From an optimization exercise on the open Yosys and OpenROAD flow, aimed at a short achievable clock period and few clock cycles; shortcuts taken in it are not production practice.
For this run, only the layout was checked, not whether the RTL still works.
No activity file was given, so power comes from the tool's default toggle rates.

<file path="config.mk">
export PLATFORM = sky130hd
export DESIGN_NAME = mips32
export DESIGN_NICKNAME = mips32
export VERILOG_FILES = /design/flow/design.v
export SDC_FILE = /design/flow/constraint.sdc
export NUM_CORES = 4
export LEC_CHECK = 0
export CAP_MARGIN = 20
export CORE_MARGIN = 2
export CORE_UTILIZATION = 60
export PLACE_DENSITY = 0.75
export SETUP_SLACK_MARGIN = 4.0
export SLEW_MARGIN = 20
</file>
<file path="constraint.sdc">
create_clock -name core_clock -period 7.0 [get_ports {clk}]
set_input_delay 1.4000 -clock core_clock [delete_from_list [all_inputs] [get_ports {clk}]]
set_output_delay 1.4000 -clock core_clock [all_outputs]
set_load 0.01 [all_outputs]
</file>
<file path="design.v">
module mips32 #(parameter WIDTH = 32, REGBITS = 3) (
	input			clk, reset,
	input [WIDTH-1:0] 	memdata,
	output			memread, memwrite,
	output [WIDTH-1:0] 	adr, writedata
);
localparam CI = 6;			 
localparam CN = 1 << CI;		 
localparam CT = 10 - CI;		 
localparam PW = 40;			 
localparam NF = 14;
localparam NI = 16 + 3 + 3 + NF;
localparam F_ALU = 13, F_ARITH = 12, F_INV = 11, F_AND = 10, F_OR = 9,
	   F_SLT = 8, F_LD = 7, F_ST = 6, F_BEQ = 5, F_J = 4, F_URT = 3;
function [NI-1:0] predecode(input [31:0] w);
	reg [5:0] op, fn;
	reg r, addi, ld, st, beq, j, fadd, fsub, fand, fslt;
	begin
		op = w[31:26]; fn = w[5:0];
		r    = op == 6'b000000;
		addi = op == 6'b001000;
		ld   = op == 6'b100011 | op == 6'b100000;
		st   = op == 6'b101011 | op == 6'b101000;
		beq  = op == 6'b000100;
		j    = op == 6'b000010;
		fadd = fn == 6'b100000;
		fsub = fn == 6'b100010;
		fand = fn == 6'b100100;
		fslt = fn == 6'b101010;
		predecode = {w[15:0], w[18:16], w[23:21],
			r | addi, (r & (fadd | fsub)) | addi, r & (fsub | fslt),
			r & fand, r & ~(fadd | fsub | fand | fslt), r & fslt,
			ld, st, beq, j, r | st | beq,
			(r ? w[13:11] : addi ? w[18:16] : 3'd0)};
	end
endfunction
function [2:0] i_rs(input [NI-1:0] x); i_rs = x[NF+2:NF]; endfunction
function [2:0] i_rt(input [NI-1:0] x); i_rt = x[NF+5:NF+3]; endfunction
function [2:0] i_wa(input [NI-1:0] x); i_wa = x[2:0]; endfunction
function [31:0] i_sx(input [NI-1:0] x); i_sx = {{16{x[NI-1]}}, x[NI-1:NI-16]}; endfunction
function i_useimm(input [NI-1:0] x);
	i_useimm = ~x[F_URT] | x[F_ST];
endfunction
function [31:0] alu(input [NI-1:0] x, input [31:0] a, b, be);
	reg [31:0] s;
	begin
		s = a + be + {31'b0, x[F_INV]};
		alu = x[F_ARITH] ? s :
		      ({32{x[F_AND]}} & (a & b)) | ({32{x[F_OR]}} & (a | b)) |
		      {31'b0, x[F_SLT] & s[31]};
	end
endfunction
reg [9:0]	pc;			 
reg [9:0]	pf;			 
reg		pfsel;			 
reg [CN-1:0]	cv;			 
reg [CT-1:0]	ctag [0:CN-1];
reg [NI-1:0]	cins [0:CN-1];		 
reg [9:0]	ctgt [0:CN-1];		 
reg [CN-1:0]	cbp;			 
reg		iv, i1v;
reg [NI-1:0]	iins, i1ins;
reg [9:0]	itgt, ifall, ipc, i1tgt, i1fall, i1pc;
reg		ipt, i1pt;		 
reg		dv;
reg [NI-1:0]	dins;
reg [9:0]	dtgt, dfall, dpc;
reg		dpt;
reg [31:0]	da, db, dbe;		 
reg		d1v;
reg [NI-1:0]	d1ins;
reg [9:0]	d1tgt, d1fall, d1pc;
reg		d1pt;
reg [31:0]	d1a, d1b, d1be;
reg		mpend, mld, mlw;	 
reg [2:0]	mrt;
reg [31:0]	ma, msd;
reg [31:0]	rf [1:7];
wire [2:0] d_rs = i_rs(dins), d_rt = i_rt(dins), d_wa = i_wa(dins);
wire [2:0] d1_rs = i_rs(d1ins), d1_rt = i_rt(d1ins), d1_wa = i_wa(d1ins);
wire d_ld = dins[F_LD], d_st = dins[F_ST], d_beq = dins[F_BEQ], d_j = dins[F_J];
wire d1_ld = d1ins[F_LD], d1_st = d1ins[F_ST];
wire use0 = (d_rs == mrt & ~d_j) | (d_rt == mrt & dins[F_URT]);
wire use1 = d1v & ((d1_rs == mrt) | (d1_rt == mrt & d1ins[F_URT]));
wire stall = dv & mlw & (use0 | use1);
wire ex = dv & ~stall;
wire ex1 = ex & d1v;
wire [31:0] res0 = alu(dins, da, db, dbe);
wire [31:0] res1 = alu(d1ins, d1a, d1b, d1be);
wire [31:0] sum0 = da + dbe;
wire [31:0] sum1 = d1a + d1be;
wire eq = da == db;
wire acttk = d_j | (d_beq & eq);
wire redir0 = ex & (acttk != dpt);
wire eq1 = d1a == d1b;
wire acttk1 = d1ins[F_BEQ] & eq1;
wire redir1 = ex1 & ~redir0 & (acttk1 != d1pt);
wire redir = redir0 | redir1;
wire [9:0] rtgt = redir0 ? (acttk ? dtgt : dfall) : (acttk1 ? d1tgt : d1fall);
wire e_we = ex & dins[F_ALU] & (d_wa != 3'd0);
wire e1_we = ex1 & ~redir0 & d1ins[F_ALU] & (d1_wa != 3'd0);
wire m0 = d_ld | d_st;
wire m1 = d1v & ~redir0 & (d1_ld | d1_st);
wire advance = ~stall;
function [31:0] rdreg(input [2:0] r);
	if (e1_we && d1_wa == r) rdreg = res1;
	else if (e_we && d_wa == r) rdreg = res0;
	else if (mlw && mrt == r) rdreg = memdata;
	else if (r == 3'd0) rdreg = 32'd0;
	else rdreg = rf[r];
endfunction
function [31:0] bop(input [NI-1:0] x, input [31:0] v);
	bop = i_useimm(x) ? i_sx(x) : x[F_INV] ? ~v : v;
endfunction
wire [31:0] fa  = rdreg(i_rs(iins));
wire [31:0] fb  = rdreg(i_rt(iins));
wire [31:0] fa1 = rdreg(i_rs(i1ins));
wire [31:0] fb1 = rdreg(i_rt(i1ins));
wire hit_a  = mlw && d_rs == mrt,  hit_b  = mlw && d_rt == mrt;
wire hit_a1 = mlw && d1_rs == mrt, hit_b1 = mlw && d1_rt == mrt;
wire [CI-1:0] fidx = pc[CI-1:0];
wire fhit = cv[fidx] & (ctag[fidx] == pc[9:CI]);
wire fmem = ~mpend & ~pfsel;		 
wire fgot = fhit | fmem;
wire [NI-1:0] c_ins = cins[fidx];
wire [NI-1:0] m_ins = predecode(memdata);
wire [NI-1:0] f_ins = fhit ? c_ins : m_ins;
wire [9:0] pc1 = pc + 10'd1;
wire [9:0] pc2 = pc + 10'd2;
wire [9:0] m_tgt = m_ins[F_J] ? memdata[9:0] : pc1 + memdata[9:0];
wire [9:0] c_tgt = ctgt[fidx];
wire c_pt = c_ins[F_J] | (c_ins[F_BEQ] & cbp[fidx]);
wire f_pt = fhit & c_pt;
wire [CI-1:0] lidx = pc1[CI-1:0];
wire lhit = cv[lidx] & (ctag[lidx] == pc1[9:CI]);
wire [NI-1:0] l_ins = cins[lidx];
wire lfold = lhit & l_ins[F_J];
wire [9:0] ltgt = ctgt[lidx];
wire [9:0] f_fall = lfold ? ltgt : pc1;
wire [CI-1:0] l2idx = pc2[CI-1:0];
wire l2hit = cv[l2idx] & (ctag[l2idx] == pc2[9:CI]);
wire l2fold = l2hit & cins[l2idx][F_J];
wire [9:0] l2tgt = ctgt[l2idx];
wire c_mem = c_ins[F_LD] | c_ins[F_ST];
wire l_mem = l_ins[F_LD] | l_ins[F_ST];
wire [2:0] c_wa = i_wa(c_ins), c_rt = i_rt(c_ins);
wire [2:0] l_rs = i_rs(l_ins), l_rt = i_rt(l_ins), l_wa = i_wa(l_ins);
wire dep = (c_wa != 3'd0 & (c_wa == l_rs | (l_ins[F_URT] & c_wa == l_rt))) |
	   (c_ins[F_LD] & c_rt != 3'd0 &
	    (c_rt == l_rs | (l_ins[F_URT] & c_rt == l_rt) | c_rt == l_wa));
wire c_bnt = c_ins[F_BEQ] & ~cbp[fidx];	 
wire l_pt = l_ins[F_BEQ] & cbp[lidx];
wire pair = fhit & lhit & (c_ins[F_ALU] | c_mem | c_bnt) &
	    (l_ins[F_ALU] | l_mem | l_ins[F_BEQ]) &
	    ~(c_mem & l_mem) & ~(c_ins[F_BEQ] & l_ins[F_BEQ]) & ~dep;
wire [9:0] l_fall = l2fold ? l2tgt : pc2;
reg [9:0] pc_n;
reg nhit;				 
always @(*) begin
	if (reset) begin
		pc_n = 10'd0; nhit = 1'b0;
	end else if (advance & redir) begin
		pc_n = rtgt; nhit = 1'b0;
	end else if (advance & pair) begin
		pc_n = l_pt ? ltgt : l_fall;
		nhit = ~l_pt & ~l2fold & l2hit;
	end else if (advance & fgot) begin
		pc_n = f_pt ? c_tgt : f_fall;
		nhit = ~f_pt & ~lfold & lhit;
	end else begin
		pc_n = pc; nhit = fhit;
	end
end
wire mpend_n = ~reset & ex & (m0 | m1);
wire pfdo = pfsel & ~mpend;		 
wire [9:0] pf_a = pfdo ? pf + 10'd1 : pf;
wire [9:0] pf_d = pf_a - pc;
wire pf_ok = pf_d != 10'd0 && pf_d <= PW;
wire fill = ~reset & (fmem | pfdo);
wire [9:0] fa_adr = pfdo ? pf : pc;
wire [CI-1:0] widx = fa_adr[CI-1:0];
wire [9:0] w_tgt = m_ins[F_J] ? memdata[9:0] : fa_adr + 10'd1 + memdata[9:0];
wire w_bp = memdata[23:21] == memdata[18:16];
integer i;
always @(posedge clk) begin
	for (i = 1; i < 8; i = i + 1) begin
		if (e1_we && d1_wa == i) rf[i] <= res1;
		else if (e_we && d_wa == i) rf[i] <= res0;
		else if (mlw && mrt == i) rf[i] <= memdata;
	end
	ma  <= m0 ? sum0 : sum1;
	msd <= m0 ? db : d1b;
	mrt <= m0 ? d_rt : d1_rt;
	mld <= m0 ? d_ld : d1_ld;
	mpend <= mpend_n;
	mlw <= ~reset & ex & (m0 ? d_ld & (d_rt != 3'd0) : m1 & d1_ld & (d1_rt != 3'd0));
	if (reset) cv <= {CN{1'b0}};
	else if (fill) cv[widx] <= 1'b1;
	if (fill) begin
		ctag[widx] <= fa_adr[9:CI];
		cins[widx] <= m_ins;
		ctgt[widx] <= w_tgt;
	end
	if (ex & d_beq) cbp[dpc[CI-1:0]] <= eq;
	else if (ex1 & d1ins[F_BEQ]) cbp[d1pc[CI-1:0]] <= eq1;
	if (fill & ~(fmem & fhit)) cbp[widx] <= w_bp;
	pc <= pc_n;
	pfsel <= mpend_n ? 1'b0 : nhit & pf_ok;
	pf <= reset ? 10'd0 : pf_ok ? pf_a : pc1;
	if (reset) begin
		iv <= 1'b0;
		i1v <= 1'b0;
	end else if (advance) begin
		iv <= fgot & ~redir;
		i1v <= pair & ~redir;
	end
	if (advance) begin
		iins  <= f_ins;
		itgt  <= fhit ? c_tgt : m_tgt;
		ifall <= f_fall;
		ipc   <= pc;
		ipt   <= f_pt;
		i1ins <= l_ins;
		i1tgt <= ltgt;
		i1fall <= l_fall;
		i1pc  <= pc1;
		i1pt  <= l_pt;
	end
	if (reset) begin
		dv <= 1'b0;
		d1v <= 1'b0;
	end else if (advance) begin
		dv <= iv & ~redir;
		d1v <= i1v & ~redir;
	end
	if (advance) begin
		dins  <= iins;
		dtgt  <= itgt;
		dfall <= ifall;
		dpc   <= ipc;
		dpt   <= ipt;
		da    <= fa;
		db    <= fb;
		dbe   <= bop(iins, fb);
		d1ins <= i1ins;
		d1tgt <= i1tgt;
		d1fall <= i1fall;
		d1pc  <= i1pc;
		d1pt  <= i1pt;
		d1a   <= fa1;
		d1b   <= fb1;
		d1be  <= bop(i1ins, fb1);
	end else begin
		if (hit_a) da <= memdata;
		if (hit_b) begin
			db <= memdata;
			dbe <= bop(dins, memdata);
		end
		if (hit_a1) d1a <= memdata;
		if (hit_b1) begin
			d1b <= memdata;
			d1be <= bop(d1ins, memdata);
		end
	end
end
assign memread = 1'b1;
assign memwrite = mpend & ~mld;
assign writedata = msd;
assign adr = {ma[31:12], (mpend ? ma[11:2] : pfsel ? pf : pc), ma[1:0]};
endmodule
</file>
<file path="run.sh">
#!/bin/bash
# synth_recipe.tcl (not shown) runs the flow's synth.tcl, then flattens the netlist and writes it again
# the make line also repeats each setting of config.mk as NAME=value (left out here)
make -C /OpenROAD-flow-scripts/flow DESIGN_CONFIG=/design/flow/config.mk WORK_HOME=/design/flow/orfs CLKGATE_MAP_FILE= SYNTH_SCRIPT=/design/flow/synth_recipe.tcl finish
</file>
==> run summary <==
- Synthesized cell area: between 200,000 and 250,000 um^2
- Clock sinks: ~4.1k
- Post-CTS setup buffers: between 1k and 1.5k
- Synthesis Warnings: 34
- Halt Stage: clock tree synthesis (4_1_cts)
- Die width: about 600 um
- DP Worst Slack: roughly 1100 ps
- Synth top area cells: edfxtp_1, mux4_2, dfxtp_1
- Syn Inst Count: 14.35k
- Sequential area share after synthesis: a little over half
- Post-synth net total: between 10k and 15k
- Gp weighted congestion: a little over 1
- Yosys cell types: between 90 and 100
- Largest area contributor in the netlist: edfxtp_1
- Flops & latches, synth: 4,095
- Main synth FF type: edfxtp_1
- Clock Path Buffers: 4
- CTS buffer count: ~420
- PortBufs: between 90 and 100
- Status: did not finish
- Syn Area/Cell: 15.41 um^2
- H-tree lvl count: 5
- Err: [ERROR DPL-0033] detailed placement checks failed during check placement.
- I/O pin count: 100
- CTS root buf: clkbuf_16
- EDFF count, synth: between 3k and 4k
- Die height: 611.0 um
- Synth top area share: a little over half
- Site row count: roughly 220
- Post-synth ARST share: 0%
- Initial Util: about three fifths
- Hold buffers post-CTS: 0
- DP HPWL: 548,300 um
- DP Cell Count: roughly 19k
- Post-CTS sizing: 3,317
-- kinds of logic after synthesis --
group           after synthesis  synth area share [%]
fa+ha+maj                   239                 1.366
flops                      4095                 54.58
compound gates             2492                 6.986
xor+xnor                    317                 1.263
simple gates               2659                 5.263
mux                        3043                 27.66
buf+inv                    1504                 2.877
other cells                   1              0.001696
-- synth_stat cells, types with 207 or more instances --
cell type,n
xnor2_1,207
nor2_1,780
o21ai_0,735
nand2_1,1119
ha_1,235
edfxtp_1,3866
a21oi_1,699
inv_1,211
clkbuf_1,829
dfxtp_1,229
mux2i_1,431
mux4_2,2436
-- how the worst max path moves through the flow --
stage / from / end / slack (ps)
global placement: d1a[0] / d1be[31] / 1130
floorplan: pc[0] / pc[1] / 2220
detailed placement: d1a[0] / dbe[31] / 1140
-- power by group through the flow --
stage | logic [mW] | registers [mW] | clock network, mW
after detailed placement | 21.6 | 29.8 | 0
after global placement | 21.4 | 29.8 | 0
after floorplan | 13.3 | 29.1 | 0
-- metrics by stage --
stage                     cell area (um^2)  util, %  hold WS [ps]
after detailed placement            230800    63.04         404.5
after global placement              230700    63.01         400.9
after floorplan                     222000        -         400.3
